From an optimization exercise on the open Yosys and OpenROAD flow, aimed at small area; shortcuts taken in it are not production practice. The RTL was checked by simulation tests, not by an equivalence proof against the original design. Power is estimated from default activity; no workload was simulated.

rev 12:
==> flow/design.v <==
module Clock_divider(inClock, reset, tick);
	input inClock;
	input reset;
	output tick;
	localparam [15:0] FEEDBACK = 16'd19890;
	reg  [6:0] s;
	wire       f = FEEDBACK[{s[6], s[4], s[1], s[0]}];
	assign tick = ~s[6] & ~s[4] & s[3] & ~s[2] & ~s[0];
	always @ (posedge inClock)
	begin
		if(reset)
			s <= 7'd3;
		else
			s <= {~s[5:0], f};
	end
endmodule
module LFSR( clock, reset, tick, s1, rando);
	input 			  clock;
	input 			  reset;
	input 			  tick;
	input 			  s1;
	output reg [8:0] rando;
	wire feedback = (rando[8] ^ rando[4]) | ~|rando[7:0];
	always @ (posedge clock)
	begin
		if(reset)
			rando <= 0;
		else if(tick && s1)
			rando <= {rando[7:0],feedback};
	end
endmodule
module Count_down(clock, reset, tick, start, s1, s2, done);
	input          clock;
	input          reset;
	input          tick;
	input    [8:0] start;
	input          s1;
	input          s2;
	output reg     done;
	reg      [8:0] count;
	always @ (posedge clock)
	begin
		if(reset)
		begin
			count <= 0;
			done  <= 0;
		end
		else if(tick)
		begin
			if(s1)
				count <= start;
			else if(s2 && count != 0)
				count <= count - 1;
			done <= s2 && (count == 0);
		end
	end
endmodule
module Count_up(clock, reset, tick, s2, s3, count);
	input             clock;
	input             reset;
	input             tick;
	input             s2;
	input             s3;
	output reg [19:0] count;
	reg [19:0] next;
	reg        c;
	reg  [3:0] d;
	integer    i;
	always @ (*)
	begin
		c = 1'b1;
		for (i = 0; i < 5; i = i + 1)
		begin
			d = count[4*i +: 4];
			next[4*i + 0] = d[0] ^ c;
			next[4*i + 1] = d[1] ^ (c & d[0] & !d[3]);
			next[4*i + 2] = d[2] ^ (c & d[0] & d[1]);
			next[4*i + 3] = d[3] ^ (c & d[0] & (d[3] | (d[1] & d[2])));
			c = c & d[0] & d[3];
		end
	end
	always @ (posedge clock)
	begin
		if(reset)
			count <= 0;
		else if(tick)
		begin
			if(s2)
				count <= 0;
			else if(s3)
				count <= next;
		end
	end
endmodule
module Seven_Seg(
	input [3:0] val,
	input en,
	output reg [6:0] HEXX
	);
	always @ (*)
	begin
		if(en)
		begin
			case(val)
				0:  HEXX = 7'b1000000;
				1:  HEXX = 7'b1111001;
				2:  HEXX = 7'b0100100;
				3:  HEXX = 7'b0110000;
				4:  HEXX = 7'b0011001;
				5:  HEXX = 7'b0010010;
				6:  HEXX = 7'b0000010;
				7:  HEXX = 7'b1111000;
				8:  HEXX = 7'b0000000;
				9:  HEXX = 7'b0010000;
				10: HEXX = 7'b0001000;
				11: HEXX = 7'b0000011;
				12: HEXX = 7'b1000110;
				13: HEXX = 7'b0100001;
				14: HEXX = 7'b0000110;
				default: HEXX = 7'b0001110;
			endcase
		end
		else
			HEXX = 7'b1111111;
	end
endmodule
module Project2_top( Clk_10M, reset, HEX0, HEX1, HEX2, HEX3, HEX4, HEX5, KEY, LEDR, SW);
	input 		      Clk_10M;
	input 		      reset;
	output     [7:0]  HEX0, HEX1, HEX2, HEX3, HEX4, HEX5;
	input	     [1:0]  KEY;
	output     [9:0]  LEDR;
	input      [9:0]  SW;
	reg         deltaKEY;
	wire        tick_1K;
	reg  [1:0]  state;
	wire [8:0]  countdown;
	reg  [2:0]  shifted;
	wire        endCD;
	reg  [19:0] BCDHighScore;
	wire [19:0] BCDCurrentScore;
	wire [19:0] DISPLAY;
	wire s0 = (state == 2'd0);
	wire s1 = (state == 2'd1);
	wire s2 = (state == 2'd2);
	wire s3 = (state == 2'd3);
	Clock_divider cdiv1(Clk_10M, reset, tick_1K);
	LFSR rand1(Clk_10M, reset, tick_1K, s1, countdown);
	reg  [8:0] hist;
	integer    j;
	always @ (*)
	begin
		hist = countdown;
		for (j = 0; j < 9; j = j + 1)
			if (hist[8])
				hist = {hist[0] ^ hist[5], hist[8:1]};
		shifted = hist[7:5];
	end
	Count_down cdow1(Clk_10M, reset, tick_1K, countdown, s1, s2, endCD);
	Count_up   cup1(Clk_10M, reset, tick_1K, s2, s3, BCDCurrentScore);
	assign DISPLAY = SW[9] ? BCDHighScore : BCDCurrentScore;
	Seven_Seg SS0(DISPLAY[ 3: 0], s1, HEX0[6:0]);
	Seven_Seg SS1(DISPLAY[ 7: 4], s1, HEX1[6:0]);
	Seven_Seg SS2(DISPLAY[11: 8], s1, HEX2[6:0]);
	Seven_Seg SS3(DISPLAY[15:12], s1, HEX3[6:0]);
	Seven_Seg SS4(DISPLAY[19:16], s1, HEX4[6:0]);
	assign HEX0[7] = 1'b1;
	assign HEX1[7] = 1'b1;
	assign HEX2[7] = 1'b1;
	assign HEX3[7] = ~s1;
	assign HEX4[7] = 1'b1;
	assign HEX5 = {1'b1, ~state[1], state[1] | state[0], state[0],
	               ~state[1] & state[0], state[1] & ~state[0], 1'b0,
	               ~state[1] & state[0]};
	wire [7:0] led1h = 8'd1 << shifted;
	assign LEDR = {2'b00, s3 ? led1h : 8'd0};
	wire swled = |(SW[7:0] & led1h);
	wire cur_zero = (BCDCurrentScore == 20'd0);
	reg     best_gt;
	integer k;
	always @ (*)
	begin
		best_gt = 1'b0;
		for (k = 0; k < 20; k = k + 1)
			best_gt = (BCDHighScore[k] & ~BCDCurrentScore[k]) |
			          (~(BCDHighScore[k] ^ BCDCurrentScore[k]) & best_gt);
	end
	wire ld_best = !reset && KEY[1] && (s0 || (s3 && swled && best_gt));
	always @ (posedge Clk_10M)
	begin
		if(ld_best)
			BCDHighScore <= BCDCurrentScore | (cur_zero ? 20'h1869F : 20'h0);
	end
	always @ (posedge Clk_10M)
	begin
		if(reset)
		begin
			state    <= 0;
			deltaKEY <= 0;
		end
		else if (!KEY[1])
			state <= 1;
		else if(s0)
			state <= 1;
		else if(s1)
		begin
			if(!KEY[0])
				deltaKEY <= 1;
			else if(deltaKEY)
			begin
				deltaKEY <= 0;
				state    <= 2;
			end
		end
		else if(s2)
		begin
			if(endCD && !swled)
				state <= 3;
		end
		else
		begin
			if(swled)
				state <= 1;
		end
	end
endmodule
clock: 10.0 ns
lec_check: 0
cap_margin: 20
core_margin: 2
core_utilization: 65
slew_margin: 20
standard.sh (not shown) runs the stock make flow with config.mk's settings and CLKGATE_MAP_FILE= SYNTH_SCRIPT=/design/flow/synth_recipe.tcl, a recipe that flattens the netlist after the stock synthesis.
==> flow/flow/run.sh <==
#!/bin/bash
# Own layout flow: the standard ORFS flow, with
#  - an area-oriented synthesis: ORFS's synth.tcl without the half/full adder
#    extraction and with area ABC scripts (flow/s*.script); each script is run
#    and the smallest netlist whose registers (names and cells) are exactly the
#    standard synthesis's is used, else the standard netlist,
#  - the smallest buffer (buf_1) on every input and output port,
#  - a clock tree of small clock buffers without dummy loads,
#  - one tie cell per constant instead of one per load.
# Every tool writes its full output to a log file in the work folder.
set -euo pipefail
W=$(pwd)
F=$W/flow
R=$W/orfs/results/$FLOW_PLATFORM/Project2_top/base

# 1. the standard synthesis (the reference for the register names and cells)
bash standard.sh synth > $W/log_1_std_synth.txt 2>&1
cp $R/1_2_yosys.v $W/std_1_2_yosys.v

regs() { grep -oE '^\s*sky130_fd_sc_hd__(df|edf|sdf|dl)[a-z0-9_]* +[^ (]+' "$1" | awk '{print $1, $2}' | sort; }
regs $W/std_1_2_yosys.v > $W/std_regs.txt

# 2. our own synthesis of the same design, once per ABC script
sed -e 's/\[env_var_exists_and_non_empty ADDER_MAP_FILE\] &&/0 \&\&/' \
    -e 's#log_cmd abc {\*}$abc_args#log_cmd abc {*}[lreplace $abc_args 1 1 $::env(OWN_ABC_SCRIPT)]#' \
    $FLOW_HOME/scripts/synth.tcl > $W/own_synth.tcl
grep -q "0 &&" $W/own_synth.tcl
grep -q "OWN_ABC_SCRIPT" $W/own_synth.tcl
sed "s#source \$::env(SCRIPTS_DIR)/synth.tcl#source $W/own_synth.tcl#" $W/synth_recipe.tcl > $W/own_synth_recipe.tcl
grep -q own_synth.tcl $W/own_synth_recipe.tcl
for S in $F/s*.script; do
  n=$(basename $S .script)
  mkdir -p $W/own_$n
  ( OWN_ABC_SCRIPT=$S make -C $FLOW_HOME DESIGN_CONFIG=$W/config.mk WORK_HOME=$W/own_$n CLKGATE_MAP_FILE= \
      SYNTH_SCRIPT=$W/own_synth_recipe.tcl synth > $W/log_2_own_synth_$n.txt 2>&1 || true ) &
done
wait
best=""; best_area=""
: > $W/log_3_netlist_choice.txt
for S in $F/s*.script; do
  n=$(basename $S .script)
  V=$W/own_$n/results/$FLOW_PLATFORM/Project2_top/base/1_2_yosys.v
  ST=$W/own_$n/reports/$FLOW_PLATFORM/Project2_top/base/synth_stat.txt
  [[ -s $V && -s $ST ]] || { echo "$n: failed" >> $W/log_3_netlist_choice.txt; continue; }
  a=$(grep 'Chip area for module' $ST | awk '{print $NF}')
  if [[ "$(regs $V)" != "$(cat $W/std_regs.txt)" ]]; then echo "$n: $a registers differ" >> $W/log_3_netlist_choice.txt; continue; fi
  echo "$n: $a" >> $W/log_3_netlist_choice.txt
  if [[ -z "$best" ]] || awk -v a=$a -v b=$best_area 'BEGIN{exit !(a<b)}'; then best=$V; best_area=$a; fi
done
if [[ -n "$best" && -s $W/std_regs.txt ]]; then
  echo "using $best ($best_area)" >> $W/log_3_netlist_choice.txt
  cp $best $R/1_2_yosys.v
  rm -f $R/1_synth.odb $R/1_synth.sdc
else
  echo "using the standard netlist" >> $W/log_3_netlist_choice.txt
fi

# 3. the rest of the standard flow
export BUFFER_PORTS_ARGS="-buffer_cell sky130_fd_sc_hd__buf_1"
export CTS_ARGS="$(cat $F/cts_args.txt)"
export SKIP_REPAIR_TIE_FANOUT=1
bash standard.sh finish > $W/log_4_layout.txt 2>&1
Other scripts of this flow, unchanged in this note and not shown: flow/flow/cts_args.txt, flow/flow/s0.script, flow/flow/s1.script, flow/flow/s2.script, flow/flow/s3.script
## Diff of input files: rev 13 against rev 12
==> flow/design.v, changed modules only <==
module Clock_divider(inClock, reset, tick);
	input inClock;
	input reset;
	output tick;
	reg       half;
	reg [5:0] cnt;
	wire wrap = &cnt;
	assign tick = wrap && !half;
	always @ (posedge inClock)
	begin
		if(reset)
		begin
			cnt  <= 6'd14;
			half <= 0;
		end
		else
		begin
			cnt <= wrap ? 6'd14 : cnt + 6'd1;
			if(wrap)
				half <= ~half;
		end
	end
endmodule
module LFSR( clock, reset, tick, s1, rando);
	input 			  clock;
	input 			  reset;
	input 			  tick;
	input 			  s1;
	output reg [8:0] rando;
	wire feedback = (rando[8] ^ rando[4]) || (rando == 0);
	always @ (posedge clock)
	begin
		if(reset)
			rando <= 0;
		else if(tick && s1)
			rando <= {rando[7:0],feedback};
	end
endmodule
module Project2_top( Clk_10M, reset, HEX0, HEX1, HEX2, HEX3, HEX4, HEX5, KEY, LEDR, SW);
	input 		      Clk_10M;
	input 		      reset;
	output     [7:0]  HEX0, HEX1, HEX2, HEX3, HEX4, HEX5;
	input	     [1:0]  KEY;
	output     [9:0]  LEDR;
	input      [9:0]  SW;
	reg         deltaKEY;
	wire        tick_1K;
	reg  [1:0]  state;
	wire [8:0]  countdown;
	reg  [2:0]  shifted;
	wire        endCD;
	reg  [19:0] BCDHighScore;
	wire [19:0] BCDCurrentScore;
	wire [19:0] DISPLAY;
	wire s0 = (state == 2'd0);
	wire s1 = (state == 2'd1);
	wire s2 = (state == 2'd2);
	wire s3 = (state == 2'd3);
	Clock_divider cdiv1(Clk_10M, reset, tick_1K);
	LFSR rand1(Clk_10M, reset, tick_1K, s1, countdown);
	always @ (posedge Clk_10M)
	begin
		if(reset)
			shifted <= 0;
		else if(!countdown[8])
			shifted <= countdown[7:5];
	end
	Count_down cdow1(Clk_10M, reset, tick_1K, countdown, s1, s2, endCD);
	Count_up   cup1(Clk_10M, reset, tick_1K, s2, s3, BCDCurrentScore);
	assign DISPLAY = SW[9] ? BCDHighScore : BCDCurrentScore;
	Seven_Seg SS0(DISPLAY[ 3: 0], s1, HEX0[6:0]);
	Seven_Seg SS1(DISPLAY[ 7: 4], s1, HEX1[6:0]);
	Seven_Seg SS2(DISPLAY[11: 8], s1, HEX2[6:0]);
	Seven_Seg SS3(DISPLAY[15:12], s1, HEX3[6:0]);
	Seven_Seg SS4(DISPLAY[19:16], s1, HEX4[6:0]);
	assign HEX0[7] = 1'b1;
	assign HEX1[7] = 1'b1;
	assign HEX2[7] = 1'b1;
	assign HEX3[7] = ~s1;
	assign HEX4[7] = 1'b1;
	assign HEX5 = {1'b1, ~state[1], state[1] | state[0], state[0],
	               ~state[1] & state[0], state[1] & ~state[0], 1'b0,
	               ~state[1] & state[0]};
	wire [7:0] led1h = 8'd1 << shifted;
	assign LEDR = {2'b00, s3 ? led1h : 8'd0};
	wire swled = |(SW[7:0] & led1h);
	wire cur_zero = (BCDCurrentScore == 20'd0);
	reg     best_gt;
	integer k;
	always @ (*)
	begin
		best_gt = 1'b0;
		for (k = 0; k < 20; k = k + 1)
			best_gt = (BCDHighScore[k] & ~BCDCurrentScore[k]) |
			          (~(BCDHighScore[k] ^ BCDCurrentScore[k]) & best_gt);
	end
	wire ld_best = !reset && KEY[1] && (s0 || (s3 && swled && best_gt));
	always @ (posedge Clk_10M)
	begin
		if(ld_best)
			BCDHighScore <= BCDCurrentScore | (cur_zero ? 20'h1869F : 20'h0);
	end
	always @ (posedge Clk_10M)
	begin
		if(reset)
		begin
			state    <= 0;
			deltaKEY <= 0;
		end
		else if (!KEY[1])
			state <= 1;
		else if(s0)
			state <= 1;
		else if(s1)
		begin
			if(!KEY[0])
				deltaKEY <= 1;
			else if(deltaKEY)
			begin
				deltaKEY <= 0;
				state    <= 2;
			end
		end
		else if(s2)
		begin
			if(endCD && !swled)
				state <= 3;
		end
		else
		begin
			if(swled)
				state <= 1;
		end
	end
endmodule
==> comparison <==
[compare] base=rev 12 new=rev 13: number of placement rows rose 1; total nets after synthesis now larger. Against rev 12, synthesized netlist cell count in rev 13 rose by a few percent. Rev 13 ends up with a final period demand of the worst path that is 240 ps lower than in rev 12. Compared rev 13 vs rev 12, and number of gates on the worst path with buffers counted is down in rev 13. Flip-flop and latch count, rev 12 and rev 13: lower on rev 12. Compared with rev 12, rev 13 is the more power-hungry design. Compared to rev 12, rev 13 has die height about 1.4% higher. For the area after synthesis, rev 13 came in about 3% higher than rev 12 did. Reported for rev 12 and rev 13, post-cts sizing count turned out identical to the last digit. Diff rev 12..rev 13 | number of max-slew violations in the final report | unchanged.

==> afterwards: timing with drivers on the ports <==
The flow's constraints put no driver on any port. The routed layouts listed below were extracted and timed again, unchanged, in two steps.
Step 1: set_driving_cell puts a clkbuf_16 on Clk_10M and a buf_2 on each other input, an assumption about the parent block.
Step 2, shift: input delay + t, output delay - t, t = (earliest + latest rising clock arrival at the registers) / 2. This alone moves slack from input paths to output paths.
Three values: ideal ports, drivers, drivers and shift; two values: the first two.
run	t (ns)	setup WS [ns]	worst setup path after step 2	latest minus earliest clock arrival (ns)	cell pins on the clock port's net
rev 12	0.423	3.003 / 2.979 / 2.979	input to output	0.030 / 0.030	1
rev 13	0.438	3.240 / 3.218 / 3.218	input to output	0.031 / 0.031	1
After both steps every run listed still meets setup and hold. The setup slack of rev 12, which loses most, moves by -0.024 ns with the drivers and by -0.024 ns with both steps.
